Source: an optimization exercise on an open RTL-to-GDS flow (aim: small area). Production flows keep margins and buffers that such runs may drop. The RTL was checked by simulation tests, not by an equivalence proof against the original design. No activity file was given, so power comes from the tool's default toggle rates.

==> pepper <==
## top_fan
module top_fan(
    input clk, reset_p,
    input [5:0] btn, input [1:0] sw,
    input adc_eoc, input [6:0] adc_do,
    input dht11_in, output dht11_drive,
    input echo, output trig,
    output motor_pwm, output led_pwm, output servo_pwm,
    output [13:0] led,
    output buzz,
    output [3:0] an, output [6:0] seg
    );
Settings: LEC_CHECK=0, CAP_MARGIN=20, CORE_MARGIN=2, CORE_UTILIZATION=40, SLEW_MARGIN=20; clock period 10.0 ns.
standard.sh (not shown) runs the stock make flow with config.mk's settings and CLKGATE_MAP_FILE= SYNTH_SCRIPT=/design/flow/synth_recipe.tcl, a recipe that flattens the netlist after the stock synthesis.
==> flow/flow/run.sh <==
#!/bin/bash
# Layout flow: the standard flow (standard.sh) with these changes:
#  - synthesis: the standard flow's own script (synth_recipe.tcl) with the ABC mapping
#    script swapped for an area-oriented one (flow/abc_area.script) and no
#    separate adder mapping, so ABC maps the adders with the rest of the logic;
#    the registers are the standard synthesis's;
#  - port buffers: sky130_fd_sc_hd__buf_1 on every input and output port;
#  - clock tree: smaller clock buffers, no dummy loads;
#  - higher core utilization.
# Each tool's output is in orfs/logs/ (ORFS) and flow_make.log.
set -euo pipefail
here=$(pwd)
{
  cat <<'EOT'
proc abc {args} {
  set i [lsearch -exact $args -script]
  if {$i >= 0} { lset args [expr {$i+1}] $::env(AREA_ABC_SCRIPT) }
  yosys abc {*}$args
}
EOT
  cat "$here/synth_recipe.tcl"
} > "$here/area_synth.tcl"
export AREA_ABC_SCRIPT="$here/flow/abc_area.script"
bash standard.sh \
  SYNTH_SCRIPT="$here/area_synth.tcl" \
  ADDER_MAP_FILE= \
  CORE_UTILIZATION=65 BUFFER_PORTS_ARGS='-buffer_cell sky130_fd_sc_hd__buf_1' CTS_ARGS='-sink_clustering_enable -repair_clock_nets -dont_use_dummy_load -buf_list sky130_fd_sc_hd__clkbuf_4 -sink_clustering_size 9 -sink_clustering_max_diameter 70' \
  finish > "$here/flow_make.log" 2>&1
==> flow/flow/abc_area.script <==
strash
ifraig
dc2
dch -f
amap -m -F 10 -A 20
strash
dc2
dch -f
amap -m -F 10 -A 20
strash
dc2
dch -f
amap -m -F 10 -A 20
strash
dc2
dch -f
amap -m -F 10 -A 20
strash
dc2
dch -f
amap -m -F 10 -A 20
strash
dc2
dch -f
amap -m -F 10 -A 20
topo
==> onyx (differences from pepper) <==
--- a/flow/design.v
+++ b/flow/design.v
@@ -9,28 +9,26 @@
     output [13:0] led,
     output buzz,
     output [3:0] an, output [6:0] seg
     );
     reg [11:0] t;        
-    reg [4:0]  v;        
-    reg [2:0]  w;        
+    reg [6:0]  v;        
     reg        s66;      
     always @(posedge clk, posedge reset_p) begin
         if(reset_p) begin
-            t <= 0; v <= 0; w <= 0; s66 <= 0;
+            t <= 0; v <= 0; s66 <= 0;
         end
         else begin
             t <= t + 1'b1;
-            v <= (v == 5'd24) ? 5'd0 : v + 1'b1;
-            if(v == 5'd24) w <= (w == 3'd4) ? 3'd0 : w + 1'b1;
+            v <= (v == 7'd124) ? 7'd0 : v + 1'b1;
             if(t[6:0] == 7'd65) s66 <= 1'b1;
         end
     end
     wire started = s66 | (|t[6:0]);                       
-    wire v25 = (v == 5'd0);
+    wire v25 = (v == 7'd0) | (v == 7'd25) | (v == 7'd50) | (v == 7'd75) | (v == 7'd100);
     wire tick100  = started & (t[1:0] == 2'd0) & v25;      
-    wire tick2000 = (t[3:0] == 4'd0) & (v == 5'd0) & (w == 3'd0);        
+    wire tick2000 = (t[3:0] == 4'd0) & (v == 7'd0);        
     wire tick4    = (t[1:0] == 2'd0);
     wire tick8    = (t[2:0] == 3'd0);
     wire mode_clk = (t[6:0] == 7'd65);                     
     wire mode_ph  = (t[6:0] == 7'd66);                     
     wire sw_clk   = (t[5:0] == 6'd33);                     
@@ -120,26 +118,38 @@
             if(short_p) mode <= 2'd1;
             else if(long_p) mode <= 2'd2;
         end
         else if(short_p) mode <= 0;
     end
-    reg [2:0] lv_d;
-    reg [3:0] ph_n;
-    wire [2:0] lv_n = ph_n[3] ? 3'd6 - ph_n[2:0] : ph_n[2:0];
+    reg [2:0] lv_d, lv_n;
+    reg dir_n;           
     always @(posedge clk, posedge reset_p) begin
         if(reset_p) begin
-            p <= 0;
+            p <= 0; dir_n <= 0;
         end
         else begin
             if(turn_off) p <= ~p;
+            if(~turn_off & is_n & tick2000 & p) begin
+                if(~dir_n & (lv_n == 3'd7)) dir_n <= 1'b1;
+                if(dir_n & (lv_n == 3'd0)) dir_n <= 1'b0;
+            end
         end
     end
     always @(posedge clk) begin
         if(turn_off | ~is_d) lv_d <= 0;
         else if(speed) lv_d <= lv_d + 1'b1;
-        if(turn_off | ~is_n) ph_n <= 0;
-        else if(tick2000) ph_n <= (ph_n == 4'd13) ? 4'd0 : ph_n + 1'b1;
+        if(turn_off | ~is_n) lv_n <= 0;
+        else if(tick2000) begin
+            if(~dir_n) begin
+                if(lv_n != 3'd7) lv_n <= lv_n + 1'b1;
+                else lv_n <= lv_n - 1'b1;
+            end
+            else begin
+                if(lv_n != 3'd0) lv_n <= lv_n - 1'b1;
+                else lv_n <= lv_n + 1'b1;
+            end
+        end
     end
     localparam S_IDLE = 3'd0, S_LOW = 3'd1, S_H20 = 3'd2, S_L80 = 3'd3, S_H80 = 3'd4, S_READ = 3'd5;
     reg [21:0] cu;       
     reg ce;
     reg [2:0] ds;
@@ -179,33 +189,33 @@
             temperature <= 0; temp_h <= 0;
         end
         else begin
             case(ds)
                 S_IDLE: begin
-                    if(~(cu[11] & cu[9] & cu[8] & cu[7] & cu[5] & cu[4] & cu[3])) ce <= 1;
+                    if(cu < 22'd3000) ce <= 1;
                     else begin
                         ds <= S_LOW; ce <= 0;
                     end
                 end
                 S_LOW: begin
-                    if(~(cu[7] & cu[5] & cu[4] & cu[2])) ce <= 1;
+                    if(cu < 22'd180) ce <= 1;
                     else begin
                         ds <= S_H20; ce <= 0;
                     end
                 end
                 S_H20: begin
                     ce <= 1;
-                    if(cu[6] & cu[5] & cu[2] & cu[0]) begin
+                    if(cu > 22'd100) begin
                         ds <= S_IDLE; ce <= 0;
                     end
                     if(d_nedge) begin
                         ds <= S_L80; ce <= 0;
                     end
                 end
                 S_L80: begin
                     ce <= 1;
-                    if(cu[6] & cu[5] & cu[2] & cu[0]) begin
+                    if(cu > 22'd100) begin
                         ds <= S_IDLE; ce <= 0;
                     end
                     if(d_pedge) ds <= S_H80;
                 end
                 S_H80: begin
@@ -241,28 +251,25 @@
     wire [7:0] tadj = {(thi > 4'd4) ? thi + 4'd3 : thi, (tlo > 4'd4) ? tlo + 4'd3 : tlo};
     always @(posedge clk) begin
         if(ds != S_READ) dcnt <= 0;
         else if(bit_in) dcnt <= dcnt + 1'b1;
     end
-    wire [7:0] acc0 = acc;
+    wire [7:0] acc0 = (dcnt == 6'd0) ? 8'd0 : acc;
     wire [2:0] q = dcnt[2:0];
     wire [6:0] g;
     assign g[0] = acc0[7] & dbit & (q > 3'd0);
     genvar gi;
     generate for (gi = 1; gi < 7; gi = gi + 1) begin : cchain
         assign g[gi] = g[gi-1] & acc0[gi-1] & (q > gi);
     end endgenerate
     wire [7:0] acc_add = {acc0[7] ^ dbit, acc0[6:0] ^ g};
     wire bit_in = (ds == S_READ) & rs & d_nedge;
     always @(posedge clk) begin
-        if(ds != S_READ) acc <= 0;
-        else if(bit_in & ~dcnt[5]) acc <= {acc_add[6:0], acc_add[7]};
-        else if(bit_in) acc <= {acc[6:0], acc[7]};
-    end
-    always @(posedge clk) begin
         if(bit_in) begin
-            if(dcnt[5] == 1'b1) begin
+            if(dcnt[5] == 1'b0) acc <= {acc_add[6:0], acc_add[7]};
+            else begin
+                acc <= {acc[6:0], acc[7]};
                 if(dcnt[2:0] == 3'd0) ok <= (dbit == acc[7]);
                 else ok <= ok & (dbit == acc[7]);
             end
             if(dcnt[5:3] == 3'd2) begin
                 if(dcnt[2:0] == 3'd0) begin
@@ -316,25 +323,22 @@
         endcase
     end
     assign seg = seg_r;
     wire [2:0] lv = is_d ? lv_d : is_a ? lv_a : lv_n;
     wire on80 = p & ~(is_a & a_low);         
-    wire [3:0] pm = (pc < 8'd80) ? 4'd0 : (pc < 8'd105) ? 4'd1 : (pc < 8'd130) ? 4'd2 :
-                    (pc < 8'd155) ? 4'd3 : (pc < 8'd180) ? 4'd4 : (pc < 8'd205) ? 4'd5 :
-                    (pc < 8'd230) ? 4'd6 : (pc < 8'd255) ? 4'd7 : 4'd8;
     wire [7:0] below = {pc != 8'd255, pc < 8'd230, pc < 8'd205, pc < 8'd180,
                         pc < 8'd155, pc < 8'd130, pc < 8'd105, pc < 8'd80};
     wire [7:0] pc = t[9:2];
     reg pwm_d, pwm_a, pwm_n;
     always @(posedge clk, posedge reset_p) begin
         if(reset_p) begin
             pwm_d <= 0; pwm_a <= 0; pwm_n <= 0;
         end
         else if(tick4) begin
-            pwm_d <= p & ({1'b0, lv_d} >= pm);
-            pwm_n <= p & ({1'b0, lv_n} >= pm);
-            pwm_a <= p & is_a & (a_low ? (pc == 8'd0) : ({1'b0, lv_a} >= pm));
+            pwm_d <= p & below[lv_d];
+            pwm_n <= p & below[lv_n];
+            pwm_a <= p & is_a & (a_low ? (pc == 8'd0) : below[lv_a]);
         end
     end
     wire pwm = is_d ? pwm_d : is_a ? pwm_a : pwm_n;
     reg [14:0] us_c;
     reg us_calc, far;
@@ -396,16 +400,16 @@
             adc_m <= 0; adc_s <= 0; acls <= 2'd3;
             pwm_la <= 0; pwm_lp <= 0;
         end
         else begin
             if(sw_clk) sw_s <= sw[1];
-            ldc <= sw_s ? 2'd0 : lst;
             if(sw_s) begin
-                lst <= 0;
+                lst <= 0; ldc <= 0;
                 lint <= acls;
             end
             else if(lamp_n) lst <= lst + 1'b1;
+            else ldc <= lst;
             adc_m <= adc_eoc;
             adc_s <= adc_m;
             if(adc_m & ~adc_s)
                 acls <= (adc_do < 7'd15) ? 2'd3 : (adc_do < 7'd40) ? 2'd2 : (adc_do < 7'd60) ? 2'd1 : 2'd0;
             pwm_la <= lbelow[ldc];
==> flow/flow/run.sh (replaced) <==
#!/bin/bash
# Layout flow: the standard flow (standard.sh), with an area-oriented ABC
# mapping script in synthesis and flow settings passed to make below.
# Synthesis is the standard flow's own script (synth_recipe.tcl) with only the ABC script
# swapped, so the registers are the same as the standard synthesis.
set -euo pipefail
here=$(pwd)
{
  cat <<'EOT'
proc abc {args} {
  set i [lsearch -exact $args -script]
  if {$i >= 0} { lset args [expr {$i+1}] $::env(AREA_ABC_SCRIPT) }
  yosys abc {*}$args
}
EOT
  cat "$here/synth_recipe.tcl"
} > "$here/area_synth.tcl"
export AREA_ABC_SCRIPT="$here/flow/abc_area.script"
bash standard.sh SYNTH_SCRIPT="$here/area_synth.tcl" CORE_UTILIZATION=60 BUFFER_PORTS_ARGS='-buffer_cell sky130_fd_sc_hd__buf_1' CTS_ARGS='-sink_clustering_enable -repair_clock_nets -dont_use_dummy_load -buf_list sky130_fd_sc_hd__clkbuf_8 -sink_clustering_size 16 -sink_clustering_max_diameter 60' finish > "$here/flow_make.log" 2>&1
==> flow/flow/abc_area.script (replaced) <==
strash
ifraig
dc2
dch -f
amap -F 4 -A 8
strash
dc2
dch -f
amap -F 4 -A 8
topo
==> indigo (differences from pepper) <==
--- a/flow/design.v
+++ b/flow/design.v
@@ -120,26 +120,38 @@
             if(short_p) mode <= 2'd1;
             else if(long_p) mode <= 2'd2;
         end
         else if(short_p) mode <= 0;
     end
-    reg [2:0] lv_d;
-    reg [3:0] ph_n;
-    wire [2:0] lv_n = ph_n[3] ? 3'd6 - ph_n[2:0] : ph_n[2:0];
+    reg [2:0] lv_d, lv_n;
+    reg dir_n;           
     always @(posedge clk, posedge reset_p) begin
         if(reset_p) begin
-            p <= 0;
+            p <= 0; dir_n <= 0;
         end
         else begin
             if(turn_off) p <= ~p;
+            if(~turn_off & is_n & tick2000 & p) begin
+                if(~dir_n & (lv_n == 3'd7)) dir_n <= 1'b1;
+                if(dir_n & (lv_n == 3'd0)) dir_n <= 1'b0;
+            end
         end
     end
     always @(posedge clk) begin
         if(turn_off | ~is_d) lv_d <= 0;
         else if(speed) lv_d <= lv_d + 1'b1;
-        if(turn_off | ~is_n) ph_n <= 0;
-        else if(tick2000) ph_n <= (ph_n == 4'd13) ? 4'd0 : ph_n + 1'b1;
+        if(turn_off | ~is_n) lv_n <= 0;
+        else if(tick2000) begin
+            if(~dir_n) begin
+                if(lv_n != 3'd7) lv_n <= lv_n + 1'b1;
+                else lv_n <= lv_n - 1'b1;
+            end
+            else begin
+                if(lv_n != 3'd0) lv_n <= lv_n - 1'b1;
+                else lv_n <= lv_n + 1'b1;
+            end
+        end
     end
     localparam S_IDLE = 3'd0, S_LOW = 3'd1, S_H20 = 3'd2, S_L80 = 3'd3, S_H80 = 3'd4, S_READ = 3'd5;
     reg [21:0] cu;       
     reg ce;
     reg [2:0] ds;
@@ -179,33 +191,33 @@
             temperature <= 0; temp_h <= 0;
         end
         else begin
             case(ds)
                 S_IDLE: begin
-                    if(~(cu[11] & cu[9] & cu[8] & cu[7] & cu[5] & cu[4] & cu[3])) ce <= 1;
+                    if(cu < 22'd3000) ce <= 1;
                     else begin
                         ds <= S_LOW; ce <= 0;
                     end
                 end
                 S_LOW: begin
-                    if(~(cu[7] & cu[5] & cu[4] & cu[2])) ce <= 1;
+                    if(cu < 22'd180) ce <= 1;
                     else begin
                         ds <= S_H20; ce <= 0;
                     end
                 end
                 S_H20: begin
                     ce <= 1;
-                    if(cu[6] & cu[5] & cu[2] & cu[0]) begin
+                    if(cu > 22'd100) begin
                         ds <= S_IDLE; ce <= 0;
                     end
                     if(d_nedge) begin
                         ds <= S_L80; ce <= 0;
                     end
                 end
                 S_L80: begin
                     ce <= 1;
-                    if(cu[6] & cu[5] & cu[2] & cu[0]) begin
+                    if(cu > 22'd100) begin
                         ds <= S_IDLE; ce <= 0;
                     end
                     if(d_pedge) ds <= S_H80;
                 end
                 S_H80: begin
@@ -241,28 +253,25 @@
     wire [7:0] tadj = {(thi > 4'd4) ? thi + 4'd3 : thi, (tlo > 4'd4) ? tlo + 4'd3 : tlo};
     always @(posedge clk) begin
         if(ds != S_READ) dcnt <= 0;
         else if(bit_in) dcnt <= dcnt + 1'b1;
     end
-    wire [7:0] acc0 = acc;
+    wire [7:0] acc0 = (dcnt == 6'd0) ? 8'd0 : acc;
     wire [2:0] q = dcnt[2:0];
     wire [6:0] g;
     assign g[0] = acc0[7] & dbit & (q > 3'd0);
     genvar gi;
     generate for (gi = 1; gi < 7; gi = gi + 1) begin : cchain
         assign g[gi] = g[gi-1] & acc0[gi-1] & (q > gi);
     end endgenerate
     wire [7:0] acc_add = {acc0[7] ^ dbit, acc0[6:0] ^ g};
     wire bit_in = (ds == S_READ) & rs & d_nedge;
     always @(posedge clk) begin
-        if(ds != S_READ) acc <= 0;
-        else if(bit_in & ~dcnt[5]) acc <= {acc_add[6:0], acc_add[7]};
-        else if(bit_in) acc <= {acc[6:0], acc[7]};
-    end
-    always @(posedge clk) begin
         if(bit_in) begin
-            if(dcnt[5] == 1'b1) begin
+            if(dcnt[5] == 1'b0) acc <= {acc_add[6:0], acc_add[7]};
+            else begin
+                acc <= {acc[6:0], acc[7]};
                 if(dcnt[2:0] == 3'd0) ok <= (dbit == acc[7]);
                 else ok <= ok & (dbit == acc[7]);
             end
             if(dcnt[5:3] == 3'd2) begin
                 if(dcnt[2:0] == 3'd0) begin
@@ -396,16 +405,16 @@
             adc_m <= 0; adc_s <= 0; acls <= 2'd3;
             pwm_la <= 0; pwm_lp <= 0;
         end
         else begin
             if(sw_clk) sw_s <= sw[1];
-            ldc <= sw_s ? 2'd0 : lst;
             if(sw_s) begin
-                lst <= 0;
+                lst <= 0; ldc <= 0;
                 lint <= acls;
             end
             else if(lamp_n) lst <= lst + 1'b1;
+            else ldc <= lst;
             adc_m <= adc_eoc;
             adc_s <= adc_m;
             if(adc_m & ~adc_s)
                 acls <= (adc_do < 7'd15) ? 2'd3 : (adc_do < 7'd40) ? 2'd2 : (adc_do < 7'd60) ? 2'd1 : 2'd0;
             pwm_la <= lbelow[ldc];
--- a/flow/flow/run.sh
+++ b/flow/flow/run.sh
@@ -22,7 +22,7 @@
 } > "$here/area_synth.tcl"
 export AREA_ABC_SCRIPT="$here/flow/abc_area.script"
 bash standard.sh \
   SYNTH_SCRIPT="$here/area_synth.tcl" \
   ADDER_MAP_FILE= \
-  CORE_UTILIZATION=65 BUFFER_PORTS_ARGS='-buffer_cell sky130_fd_sc_hd__buf_1' CTS_ARGS='-sink_clustering_enable -repair_clock_nets -dont_use_dummy_load -buf_list sky130_fd_sc_hd__clkbuf_4 -sink_clustering_size 9 -sink_clustering_max_diameter 70' \
+  CORE_UTILIZATION=65 BUFFER_PORTS_ARGS='-buffer_cell sky130_fd_sc_hd__buf_1' CTS_ARGS='-sink_clustering_enable -repair_clock_nets -dont_use_dummy_load -buf_list sky130_fd_sc_hd__clkbuf_4 -sink_clustering_size 9 -sink_clustering_max_diameter 40' \
   finish > "$here/flow_make.log" 2>&1
==> flow/flow/abc_area.script (replaced) <==
strash
ifraig
dc2
dch -f
amap -m -F 10 -A 20
strash
dc2
dch -f
amap -m -F 10 -A 20
strash
dc2
dch -f
amap -m -F 10 -A 20
topo
==> out/results.tsv <==
stage	metric	value	unit
cts	CTS clk-pin slew, worst paths	0.10	ns
cts	worst-skew pair later-pin latency	0.66	ns
final_layout	fraction of area in multi-input gates	38.3	%
power_and_ir_drop	Seq pwr share	64.9	%
run_status	status	finished clean	
route	final WL	19900	um
sta	minimum hold slack	0.341	ns
The numbers above come from pepper.

==> out/results.tsv <==
stage	metric	value	unit
power_and_ir_drop	Seq pwr share	62.5	%
power_and_ir_drop	part of the power in combinational logic	6.9	%
route	final WL	21000	um
sta	minimum hold slack	0.333	ns
run_status	status	finished clean	
The numbers above come from indigo.

==> out/results.tsv <==
stage	metric	value	unit
run_status	status	finished clean	
cts	worst-skew pair later-pin latency	0.54	ns
sta	minimum hold slack	0.342	ns
route	final WL	23100	um
The numbers above come from onyx.

